Source: an optimization exercise on an open RTL-to-GDS flow (aim: small area). Production flows keep margins and buffers that such runs may drop. The RTL was checked by simulation tests, not by an equivalence proof against the original design. Power and IR drop assume default switching activity.

==> flow/design.v <==
module seven_seg_ctrl (
    input CLK,
    input rst_n,
    input [7:0] din,
    output reg [7:0] dout
);
    wire [6:0] lsb_digit;
    wire [6:0] msb_digit;
    seven_seg_hex msb_nibble (
        .din(din[7:4]),
        .dout(msb_digit)
    );
    seven_seg_hex lsb_nibble (
        .din(din[3:0]),
        .dout(lsb_digit)
    );
    reg [9:0] clkdiv;
    reg clkdiv_pulse;
    reg msb_not_lsb;
    always @(posedge CLK) begin
        if (!rst_n) begin
            clkdiv <= 0;
            clkdiv_pulse <= 0;
            msb_not_lsb <= 0;
            dout <= 8'hFF;
        end else begin
            clkdiv <= clkdiv + 1;
            clkdiv_pulse <= &clkdiv;
            msb_not_lsb <= msb_not_lsb ^ clkdiv_pulse;
            if (clkdiv_pulse) begin
                if (msb_not_lsb) begin
                    dout[6:0] <= ~msb_digit;
                    dout[7] <= 0;
                end else begin
                    dout[6:0] <= ~lsb_digit;
                    dout[7] <= 1;
                end
            end
        end
    end
endmodule
module seven_seg_hex (
    input [3:0] din,
    output reg [6:0] dout
);
    always @*
        case (din)
            4'h0: dout = 7'b 0111111;
            4'h1: dout = 7'b 0000110;
            4'h2: dout = 7'b 1011011;
            4'h3: dout = 7'b 1001111;
            4'h4: dout = 7'b 1100110;
            4'h5: dout = 7'b 1101101;
            4'h6: dout = 7'b 1111101;
            4'h7: dout = 7'b 0000111;
            4'h8: dout = 7'b 1111111;
            4'h9: dout = 7'b 1101111;
            4'hA: dout = 7'b 1110111;
            4'hB: dout = 7'b 1111100;
            4'hC: dout = 7'b 0111001;
            4'hD: dout = 7'b 1011110;
            4'hE: dout = 7'b 1111001;
            4'hF: dout = 7'b 1110001;
            default: dout = 7'b 1000000;
        endcase
endmodule
module debouncer(
    input CLK,
    input rst_n,
    input en,
    input signal_in,
    output reg signal_out,
    output rise
);
reg [7:0] memory;
reg signal_debounced;
wire [7:0] memory_next = {memory[6:0], signal_in};
assign rise = en & signal_debounced & ~signal_out;
always @(posedge CLK) begin
    if (!rst_n) begin
        memory <= 8'b0;
        signal_debounced <= 1'b0;
        signal_out <= 1'b0;
    end else if (en) begin
        memory <= memory_next;
        signal_out <= signal_debounced;
        case(memory_next)
            8'b0000_0000: signal_debounced <= 0;
            8'b1111_1111: signal_debounced <= 1;
            default: ;
        endcase
    end
end
endmodule
module bcd8_saturated_counter #(parameter MAX_CNT = 'h99)(
    input [7:0] value,
    output reg [7:0] increment,
    output reg [7:0] decrement
);
    always @* begin
        if (value[7:0] == MAX_CNT)  
            increment = MAX_CNT;
        else if (value[3:0] == 4'h 9)  
            increment = {value[7:4] + 4'd 1, 4'h 0};
        else
            increment = {value[7:4], value[3:0] + 4'd 1};
        if (value[7:0] == 8'h0)  
            decrement = 8'h0;
        else if (value[3:0] == 4'h 0)  
            decrement = {value[7:4] - 4'd 1, 4'h 9};
        else
            decrement = {value[7:4], value[3:0] - 4'd 1};
    end
endmodule
module rotary_decoder(
    input CLK,
    input rst_n,
    input en,
    input A, B,
    output reg increment,
    output reg decrement
);
reg [1:0] AB_old;
reg [9:0] memory;
wire [9:0] memory_next = {memory[7:0], A, B};
always @(posedge CLK) begin
    if (!rst_n) begin
        AB_old <= 2'b11;
        memory <= 10'b11_1111_1111;
        increment <= 1'b0;
        decrement <= 1'b0;
    end else if (en) begin
        if({A, B} != AB_old) begin
            memory <= memory_next;
            case(memory_next)
                10'b111000_0111: begin
                    increment <= 1;
                end
                10'b110100_1011: begin
                    decrement <= 1;
                end
                default: ;
            endcase
            AB_old <= {A, B};
        end else begin
            increment <= 0;
            decrement <= 0;
        end
    end
end
endmodule
`default_nettype none
module top #(parameter MAX_BW = 5,
             parameter MAX_VAL = 5'b1_1111,
             parameter MAX_CNT = 8'h31)(
    input  CLK,
    input  BTN_N, BTN1, P1B7, P1B8,
    output P1B1, P1B2, P1B3,
    output P1A1, P1A2, P1A3, P1A4, P1A7, P1A8, P1A9, P1A10,
    output LED5, LED3, LED4
);
    wire rst_n = BTN_N;
    reg [16:0] CLKBANK;
    wire [16:0] CLKBANK_next = CLKBANK + 1;
    always @(posedge CLK) begin
        if (!rst_n)
            CLKBANK <= 0;
        else
            CLKBANK <= CLKBANK_next;
    end
    wire tick_user = ~CLKBANK[10] & CLKBANK_next[10];                   
    wire tick_pwm  = ~CLKBANK[16 - MAX_BW + 1] & CLKBANK_next[16 - MAX_BW + 1];
    reg ON_red;
    reg ON_green;
    reg ON_blue;
    assign P1B1 = ON_red;
    assign P1B2 = ON_green;
    assign P1B3 = ON_blue;
    reg [MAX_BW - 1:0] value_red;
    reg [MAX_BW - 1:0] value_green;
    reg [MAX_BW - 1:0] value_blue;
    always @(posedge CLK) begin
        if (!rst_n) begin
            ON_red <= 1;
            ON_green <= 1;
            ON_blue <= 1;
        end else if (tick_pwm) begin
            ON_red <= CLKBANK_next[16:16 - MAX_BW + 1] >= value_red;
            ON_green <= CLKBANK_next[16:16 - MAX_BW + 1] >= value_green;
            ON_blue <= CLKBANK_next[16:16 - MAX_BW + 1] >= value_blue;
        end
    end
    wire BTN1_debounced;
    wire BTN1_rise;
    reg [2:0] color_selector;
    assign LED5 = color_selector[0];
    assign LED3 = color_selector[1];
    assign LED4 = color_selector[2];
    debouncer debounce_BTN1(
        .CLK(CLK),
        .rst_n(rst_n),
        .en(tick_user),
        .signal_in(BTN1),
        .signal_out(BTN1_debounced),
        .rise(BTN1_rise)
    );
    always @(posedge CLK) begin
        if (!rst_n)
            color_selector <= 3'b001;
        else if (BTN1_rise)
            color_selector <= {color_selector[1:0], color_selector[2]};
    end
    wire A = P1B7;
    wire B = P1B8;
    wire A_debounced;
    wire B_debounced;
    wire A_rise_unused;
    wire B_rise_unused;
    wire increment;
    wire decrement;
    debouncer debounce_A(
        .CLK(CLK),
        .rst_n(rst_n),
        .en(tick_user),
        .signal_in(A),
        .signal_out(A_debounced),
        .rise(A_rise_unused)
    );
    debouncer debounce_B(
        .CLK(CLK),
        .rst_n(rst_n),
        .en(tick_user),
        .signal_in(B),
        .signal_out(B_debounced),
        .rise(B_rise_unused)
    );
    rotary_decoder rot_decoder(
        .CLK(CLK),
        .rst_n(rst_n),
        .en(tick_user),
        .A(A_debounced),
        .B(B_debounced),
        .increment(increment),
        .decrement(decrement)
    );
    reg [7:0] display_value_red;
    wire [7:0] display_value_red_inc;
    wire [7:0] display_value_red_dec;
    reg [7:0] display_value_green;
    wire [7:0] display_value_green_inc;
    wire [7:0] display_value_green_dec;
    reg [7:0] display_value_blue;
    wire [7:0] display_value_blue_inc;
    wire [7:0] display_value_blue_dec;
    bcd8_saturated_counter #(MAX_CNT) counter_red(
        .value(display_value_red),
        .increment(display_value_red_inc),
        .decrement(display_value_red_dec)
    );
    bcd8_saturated_counter #(MAX_CNT) counter_green(
        .value(display_value_green),
        .increment(display_value_green_inc),
        .decrement(display_value_green_dec)
    );
    bcd8_saturated_counter #(MAX_CNT) counter_blue(
        .value(display_value_blue),
        .increment(display_value_blue_inc),
        .decrement(display_value_blue_dec)
    );
    wire [7:0] seven_segment;
    assign { P1A10, P1A9, P1A8, P1A7, P1A4, P1A3, P1A2, P1A1 } = seven_segment;
    reg [7:0] display_value;
    seven_seg_ctrl seven_segment_ctrl (
        .CLK(CLK),
        .rst_n(rst_n),
        .din(display_value[7:0]),
        .dout(seven_segment)
    );
    reg [7:0] dv_red_n, dv_green_n, dv_blue_n;
    reg [MAX_BW - 1:0] v_red_n, v_green_n, v_blue_n;
    reg [7:0] display_value_n;
    always @* begin
        dv_red_n = display_value_red;
        dv_green_n = display_value_green;
        dv_blue_n = display_value_blue;
        v_red_n = value_red;
        v_green_n = value_green;
        v_blue_n = value_blue;
        display_value_n = display_value;
        case (color_selector)
            3'b001: begin
                if (increment) begin
                    dv_red_n = display_value_red_inc;
                    v_red_n = v_red_n == MAX_VAL ? v_red_n : v_red_n + 1;
                end
                if (decrement) begin
                    dv_red_n = display_value_red_dec;
                    v_red_n = v_red_n == 0 ? 0 : v_red_n - 1;
                end
                display_value_n = dv_red_n;
            end
            3'b010: begin
                if (increment) begin
                    dv_green_n = display_value_green_inc;
                    v_green_n = v_green_n == MAX_VAL ? v_green_n : v_green_n + 1;
                end
                if (decrement) begin
                    dv_green_n = display_value_green_dec;
                    v_green_n = v_green_n == 0 ? 0 : v_green_n - 1;
                end
                display_value_n = dv_green_n;
            end
            3'b100: begin
                if (increment) begin
                    dv_blue_n = display_value_blue_inc;
                    v_blue_n = v_blue_n == MAX_VAL ? v_blue_n : v_blue_n + 1;
                end
                if (decrement) begin
                    dv_blue_n = display_value_blue_dec;
                    v_blue_n = v_blue_n == 0 ? 0 : v_blue_n - 1;
                end
                display_value_n = dv_blue_n;
            end
            default: ;
        endcase
    end
    always @(posedge CLK) begin
        if (!rst_n) begin
            display_value_red <= 0;
            display_value_green <= 0;
            display_value_blue <= 0;
            value_red <= 0;
            value_green <= 0;
            value_blue <= 0;
            display_value <= 0;
        end else if (tick_user) begin
            display_value_red <= dv_red_n;
            display_value_green <= dv_green_n;
            display_value_blue <= dv_blue_n;
            value_red <= v_red_n;
            value_green <= v_green_n;
            value_blue <= v_blue_n;
            display_value <= display_value_n;
        end
    end
endmodule
==> flow/run.sh <==
#!/bin/bash
# synth_recipe.tcl (not shown) runs the flow's synth.tcl, then flattens the netlist and writes it again
# the make line also repeats each setting of config.mk as NAME=value (left out here)
make -C /OpenROAD-flow-scripts/flow DESIGN_CONFIG=/design/flow/config.mk WORK_HOME=/design/flow/orfs CLKGATE_MAP_FILE= SYNTH_SCRIPT=/design/flow/synth_recipe.tcl finish
==> flow/config.mk <==
export PLATFORM = sky130hd
export DESIGN_NAME = top
export DESIGN_NICKNAME = top
export VERILOG_FILES = /design/flow/design.v
export SDC_FILE = /design/flow/constraint.sdc
export NUM_CORES = 4
export LEC_CHECK = 0
export CAP_MARGIN = 20
export CORE_MARGIN = 2
export CORE_UTILIZATION = 40
export SLEW_MARGIN = 20
==> flow/constraint.sdc <==
create_clock -name core_clock -period 10.0 [get_ports {CLK}]
set_input_delay 2.0000 -clock core_clock [delete_from_list [all_inputs] [get_ports {CLK}]]
set_output_delay 2.0000 -clock core_clock [all_outputs]
set_load 0.01 [all_outputs]
==> summary.txt <==
die footprint 22300 um^2; register area share after synthesis 0.333; Final Hold Viols 0; # hold bufs at CTS 0; Critical Path RT 10.37 ns; Setup Skew 0.0126 ns; CTS tree done; Logic pwr share 0.013; Starting Density 0.405; layout cells sized above 1 0.0722; Post-Syn Nets 1074; drt wl/cell 14.9 um; Critical Path Start Type primary input; crit path time final 5.02 ns; cts repair resizes 0; Ys Warns 6; Worst setup endpoint seven_segment_ctrl.msb_digit[3]$_DFF_P_; Mean Syn Cell Area 8.35 um^2; worst hold path type register to register; GRT Total Usage 0.180; initial antenna violation count 0; Via density 5.49; # diodes 0; Peak VDD IR 0.000122 V; Netlist Area Pre-Place 8470 um^2; clock power share 0.539; worst r2r dst seven_segment_ctrl.msb_digit[3]$_DFF_P_; Filler cells 2046; maximum number of pins on one net before global-route repair 48; Slew Limit Fails 0; worst r2r path cells 15; Cells after Synth 1014; Post-synth EDFFs 0; port bufs 18; Buf+Inv Stages, Crit Path 6; GRT met3 Usage 0.0317; Longest Clk Path Bufs 2; period utilization 0.502; Overflow after GRT 0; area leader, netlist dfxtp_1; RSZ-0062 raised after global routing false; Clock Latency Late Sink 0.43 ns; routed wire length 19.2 mm; Critical Path Stages 10; IO Pins 19; Max Freq 0.199 GHz; 1st-pass router iterations 5; top cells by count, synth dfxtp_1 (141), nor2_1 (114), nand2_1 (90); Crit-path slowest cell buf_2; core area 20900 um^2; Main synth FF type dfxtp_1; Worst-Margin Slew 0.932 ns; P_leak 0.00332 uW; worst hold margin 0.464 ns; fin nets 1059; DP HPWL 13.2 mm; CP Cell Sequence buf_2, inv_2, buf_4, nor3_1, a32o_1, inv_1, ha_1, inv_1, mux4_1, inv_1; DR iter-0 viols 393; first-pass GRT wire length 32.7 mm; Slew headroom 0.378; Worst Setup Path Type primary input to register; synth unique cells 82; Post-synth ARST share 0; setup TNS 0 ns; most used cell along the critical path inv_1; Tot Pwr 1260 uW; GR Util met1 0.254; status finished clean; CTS H-tree lvls 4; Sink Count 141; Synth Register Bits 141; Top delay family on crit path buffers and inverters; Die H 149 um; clock buffer count from CTS 17; antenna viol nets, final 0; crit path max fanout 47; Clk pin slew, worst setup/hold paths 0.06 ns; final setup fails 0; area grow syn2layout 11.4%; arrival time at the worst endpoint 5.39 ns; Max-Cap Viols 0; reg-to-reg slack, setup 5.38 ns; Placed Cells 1255; Vias 7056; Die W 149 um; switching pwr 264 uW; number of global-route vias before repair 6520; Routability Congestion 0.809; Synth top area share 0.333; Setup crit end kind register; Net Sw Frac 0.209; dominant cells by area after synthesis dfxtp_1 (33%), ha_1 (8.1%), mux2i_1 (5.9%), nor2_1 (5.1%), nand2_1 (4.0%); Pint 999 uW; slowest stage delay, CP 0.67 ns; cell with the most instances after synthesis dfxtp_1; Setup Fix Bufs, Post-CTS 0; hold-critical path depth 1; Pwr Density 134 nW/um^2; Cell Rows 53; worst reg2reg path startpoint CLKBANK[3]$_SDFF_PN0_; DRC errors left 0; M2 GR Usage 0.277; Worst Setup SP BTN_N; Layout Cells excl Fill 1286; root buffer cell clkbuf_16; power share of the sequential group 0.448; Top Usage Layer GRT met2
## per-stage QoR
step | area (um^2) | setup WS [ns] | util
6_report | 9430 | 4.98 | 0.452
5_1_grt | 9430 | 4.71 | 0.452
4_1_cts | 9420 | 4.98 | 0.451
3_5_place_dp | 8780 | 4.53 | 0.420
3_3_place_gp | 8780 | 4.60 | 0.420
2_1_floorplan | 8470 | 6.08 | -
## worst reg2reg max path: cells and delay by family (launching register included)
family | cells | cell delay [ns]
AO/OA/AOI/OAI | 2 | 0.82
adder cells (fa/ha/maj) | 2 | 0.48
buffers and inverters | 4 | 0.78
flip-flops | 1 | 0.39
multiplexers | 1 | 0.48
AND/OR/NAND/NOR | 6 | 1.59
## sequential cells by signal, summed over array words and instances, names as in the netlist, 8 cells and up
name / count
seven_segment_ctrl.clkdiv: 10
CLKBANK: 17
display_value_blue: 8
display_value: 8
seven_segment_ctrl.dout: 8
display_value_red: 8
display_value_green: 8
rot_decoder.memory: 8
## worst min-delay path by stage
stage / slack (ns) / from / end
2_1_floorplan: 0.42 / seven_segment_ctrl.clkdiv[0]$_SDFF_PN0_ / seven_segment_ctrl.clkdiv[0]$_SDFF_PN0_
3_3_place_gp: 0.43 / seven_segment_ctrl.clkdiv[0]$_SDFF_PN0_ / seven_segment_ctrl.clkdiv[0]$_SDFF_PN0_
3_5_place_dp: 0.46 / debounce_A.memory[6]$_SDFFE_PN0P_ / debounce_A.signal_debounced$_SDFFE_PN0P_
4_1_cts: 0.47 / seven_segment_ctrl.clkdiv[9]$_SDFF_PN0_ / seven_segment_ctrl.clkdiv_pulse$_SDFF_PN0_
5_1_grt: 0.50 / CLKBANK[6]$_SDFF_PN0_ / CLKBANK[6]$_SDFF_PN0_
6_report: 0.46 / seven_segment_ctrl.clkdiv[0]$_SDFF_PN0_ / seven_segment_ctrl.clkdiv[0]$_SDFF_PN0_
## power groups by stage
stage | Combinational (uW) | Sequential [uW] | Clock, uW
detailed placement | 16.6 | 578 | 0
global route | 18.4 | 566 | 723
floorplan | 11.6 | 578 | 0
CTS | 16.6 | 566 | 700
global placement | 16.3 | 578 | 0
finish | 16.3 | 566 | 681
## layout make-up
cell class                      instances  area (um^2)  area share
Clock inverter                         12          186      0.0198
Multi-Input combinational cell        765         5210       0.553
Timing Repair Buffer                   26          233      0.0247
Clock buffer                           19          453      0.0480
Sequential cell                       141         2820       0.299
Tap cell                              275          344      0.0365
Inverter                               48          180      0.0191
## cells in the final DEF (no fill, tap or decap), drive strengths merged, types with 23 or more instances in the layout
master,count
dfxtp,141
nor2,114
nand2,90
a21oi,62
o21ai,56
ha,55
mux2i,50
inv,48
nand3,28
nand4,23
## layer usage
| layer | wire (um) | share of wire | vias to the layer above |
|---|---|---|---|
| met3 | 580 | 0.030 | 22 |
| met4 | 330 | 0.017 | 0 |
| li1 | - | - | 3630 |
| met2 | 8580 | 0.45 | 122 |
| met1 | 9700 | 0.51 | 3282 |
| met5 | 0 | 0 | - |
## logic make-up after synthesis
group,count (synthesis),synth area share
compound gates,242,0.198
xor+xnor,36,0.0372
buf+inv,108,0.0526
flops,141,0.333
fa+ha+maj,55,0.0813
simple gates,369,0.219
mux,63,0.0782

==> separate check: timing with driven ports <==
In the flow no input, the clock included, has a driving cell. The finished layout below was timed again as built, in two steps. Step 1 assumes that a clkbuf_16 drives the clock port and a buf_2 every other input. Step 2 adds t to the input delays and takes it off the output delays; t is the mean of the earliest and latest rising clock arrival at the registers after step 1. Input paths then give back, and output paths get back, about the clock's delay inside the block. Three values: ideal, step 1, step 2; two values: the first two.
t (ns): 0.460
slack for setup (ns): 4.976 / 4.987 / 4.527
worst setup path at the end: input to register
worst data-port slew with drivers (ns): 0.04
After both steps this run still meets setup and hold. For this run, drivers alone change the setup slack by +0.011 ns; drivers and shift together by -0.449 ns.
